This design comes from an exercise in tuning for small area and a short achievable clock period on the open sky130 flow, not from production work. Only simulation tests tie the RTL to the original design; equivalence was not proved. No driver is modelled on the clock port, so clocking that relies on it looks cheaper here than on a real chip. Power and IR drop assume default switching activity.

wip/sierra:
// mul
module mul(clk,reset,opcode,go,
	   src_A,
	   src_B,
	   src_hilo,
	   rob_ptr_in,
	   gpr_prf_ptr_in,
	   hilo_prf_ptr_in,
	   y,complete,
	   rob_ptr_out,
	   gpr_prf_ptr_val_out,
	   gpr_prf_ptr_out,
	   hilo_prf_ptr_val_out,
	   hilo_prf_ptr_out);
Size in the first run: about 230 I/O pins, roughly 0.035 mm2 of cells after synthesis.
clock: 10.5 ns
lec_check: 0
cap_margin: 20
core_margin: 2
core_utilization: 50
cts_cluster_diameter: 100
cts_cluster_size: 20
place_density: 0.75
slew_margin: 20
synth_hierarchical: 1
synth_minimum_keep_size: 0
standard.sh (not shown) runs the stock make flow with config.mk's settings and CLKGATE_MAP_FILE= SYNTH_SCRIPT=/design/flow/synth_recipe.tcl, a recipe that flattens the netlist after the stock synthesis.
==> flow/flow/run.sh <==
#!/bin/bash
set -euo pipefail
bash standard.sh SETUP_SLACK_MARGIN=7.0 "BUFFER_PORTS_ARGS=-buffer_cell sky130_fd_sc_hd__buf_1" MATCH_CELL_FOOTPRINT=0 finish > make_finish.log 2>&1
wip/sierra went all the way through the flow, and no timing, DRC or antenna check failed.
Here is what was changed in the inputs of wip/juniper compared with wip/sierra.
==> flow/flow/run.sh <==
#!/bin/bash
set -euo pipefail
export SKEW_BUF=sky130_fd_sc_hd__clkbuf_16
bash standard.sh SETUP_SLACK_MARGIN=6.85 "BUFFER_PORTS_ARGS=-buffer_cell sky130_fd_sc_hd__buf_1" \
  "POST_CTS_TCL=$PWD/flow/skew.tcl" finish > make_finish.log 2>&1
==> flow/flow/skew.tcl (new file) <==
# Run after clock tree synthesis (POST_CTS_TCL): give the stage-1 registers (r1_*) their
# clock through one more small buffer per clock leaf, so they clock a little later than
# r0/r2. This moves slack from the r1 -> r2 paths to the r0 -> r1 paths. Only registers
# whose paths start and end at other registers are moved: r1_v, which reset feeds,
# keeps its clock.
set block [ord::get_db_block]
array unset grp
foreach inst [$block getInsts] {
  set n [$inst getName]
  if {![string match {r1_*} $n] || [string match {r1_v*} $n]} { continue }
  set it [$inst findITerm CLK]
  if {$it == "NULL"} { continue }
  set net [$it getNet]
  if {$net == "NULL"} { continue }
  lappend grp([$net getName]) $inst
}
set i 0
foreach netname [lsort [array names grp]] {
  set sx 0; set sy 0; set cnt 0
  foreach inst $grp($netname) {
    set loc [$inst getLocation]
    set sx [expr {$sx + [lindex $loc 0]}]
    set sy [expr {$sy + [lindex $loc 1]}]
    incr cnt
  }
  set dbu [$block getDbUnitsPerMicron]
  set x [expr {double($sx) / $cnt / $dbu}]
  set y [expr {double($sy) / $cnt / $dbu}]
  set pins {}
  foreach p [get_pins -of_objects [get_nets $netname]] {
    set pn [get_full_name $p]
    if {[string match {r1_*/CLK} $pn] && ![string match {r1_v*} $pn]} { lappend pins $p }
  }
  if {[llength $pins] == 0} { continue }
  set bsta [insert_buffer -buffer_cell $::env(SKEW_BUF) -net [get_nets $netname] -load_pins $pins \
    -location [list $x $y] -buffer_name skew_buf_$i -net_name skew_net_$i]
  set bi [sta::sta_to_db_inst $bsta]
  [[$bi findITerm X] getNet] setSigType CLOCK
  incr i
}
puts "skew: inserted $i buffers for the r1 registers"
detailed_placement
check_placement -verbose
estimate_parasitics -placement
report_clock_skew
### Flow results
Est. power | wip/juniper vs wip/sierra | wip/juniper higher
Diff wip/sierra -> wip/juniper: clock group share of total power now larger, maximum frequency down 9.7 MHz, arrival time of data at the critical path endpoint rose 250 ps, design area shows a reduction of about 3%, global-route track usage on met2 shrank by 0.56 points.
> inputs changed (wip/juniper -> wip/umber)
==> flow/flow/run.sh <==
#!/bin/bash
set -euo pipefail
export SKEW_BUF=sky130_fd_sc_hd__clkbuf_16
bash standard.sh SETUP_SLACK_MARGIN=7.15 "BUFFER_PORTS_ARGS=-buffer_cell sky130_fd_sc_hd__buf_1" \
  "POST_CTS_TCL=$PWD/flow/skew.tcl" MATCH_CELL_FOOTPRINT=0 finish > make_finish.log 2>&1
Findings:
- Per the final summary, wip/umber finished and its layout is clean on timing, DRC and antenna.
- The run showing the greater global-route usage is wip/umber.
- The maximum clock frequency of wip/umber is higher than that of wip/juniper.
- Changes observed in wip/umber relative to wip/juniper: routed wire length per instance has increased, relative contribution of combinational cells to total power has increased, fraction of area in multi-input gates has decreased, power attributed to combinational cells has increased.


Setup of build 94:
mul, a different RTL version from the one above (not shown whole).
Size: ~3,200 cells after synthesis, about 430 flip-flops, about 230 I/O pins, about 35,000 um^2 of cells after synthesis.
Settings: LEC_CHECK=0, CAP_MARGIN=20, CORE_MARGIN=2, CORE_UTILIZATION=50, CTS_CLUSTER_DIAMETER=100, CTS_CLUSTER_SIZE=20, PLACE_DENSITY=0.75, SLEW_MARGIN=20, SYNTH_HIERARCHICAL=1, SYNTH_MINIMUM_KEEP_SIZE=0; clock period 10.5 ns.
==> flow/flow/run.sh <==
#!/bin/bash
set -euo pipefail
bash standard.sh SETUP_SLACK_MARGIN=6.85 "BUFFER_PORTS_ARGS=-buffer_cell sky130_fd_sc_hd__buf_1" finish > make_finish.log 2>&1
Build 94 went all the way through the flow, and no timing, DRC or antenna check failed.
Input changes introduced in build 27 (baseline for comparison: build 94):
- swapping 20 for 28 in CTS_CLUSTER_SIZE
- swapping 100 for 120 in CTS_CLUSTER_DIAMETER
==> comparison <==
There was hardly any difference in total count of max-transition violations in the final report between build 27 and build 94. Post-cts resize count went up by more than 10% going from build 94 to build 27. Post-route minimum period on build 27 is up relative to build 94.
For build 13, these inputs were changed with respect to build 27:
- a deleted CTS_CLUSTER_DIAMETER that had been 120
- a deleted CTS_CLUSTER_SIZE that had been 28
- an added CTS_BUF_LIST of sky130_fd_sc_hd__clkbuf_8
==> comparison <==
Build 27 has lower routed length on met1 than build 13. Delta (build 13 minus build 27): sequential cell area fraction in the yosys report about even, final cell count without fillers rose 111, register-to-register slack about even, clock latency reported for the late side of the worst-skew pair rose 0.14 ns. Against build 27, build 13 comes in 2.6 points higher on relative area of clock buffers and inverters in the final design. Diff build 27 -> build 13 | smallest setup slack after layout | increase of 0.013 ns. When build 13 is set beside build 27, its design area turns out to be 1100 um^2 larger. Layout buffer count excluding clock buffers ends up lower on build 27. Row tightest hold margin: build 13 lower / build 27 higher.

## port drivers added, routing unchanged
Ports are ideal in the flow. The routed layouts listed here were re-timed in OpenROAD.
Step 1 (the two cells are an assumption about what drives the block):
set clk [get_ports {clk}]
set_driving_cell -lib_cell sky130_fd_sc_hd__clkbuf_16 $clk
set_driving_cell -lib_cell sky130_fd_sc_hd__buf_2 [delete_from_list [all_inputs] $clk]
Step 2 times the ports against the registers' clock, not the clock port: input delays grow and output delays shrink by t, the midpoint of the rising clock arrivals with the driver on.
a / b / c = ideal / step 1 / step 2; a / b = the first two.
run	t (ns)	setup WS [ns]	clock arrival spread, ns
wip/sierra	0.684	7.008 / 7.008 / 6.535	0.028 / 0.028
wip/juniper	0.737	6.886 / 6.886 / 6.491	0.173 / 0.174
wip/umber	0.748	7.080 / 7.080 / 6.541	0.192 / 0.192
build 94	0.675	6.870 / 6.870 / 6.596	0.016 / 0.016
build 27	0.643	6.839 / 6.839 / 6.595	0.025 / 0.026
build 13	0.756	6.852 / 6.852 / 6.549	0.057 / 0.057
After both steps setup and hold are still met in every run listed. For wip/umber, which loses most, drivers alone change the setup slack by 0.000 ns; drivers and shift together by -0.539 ns.
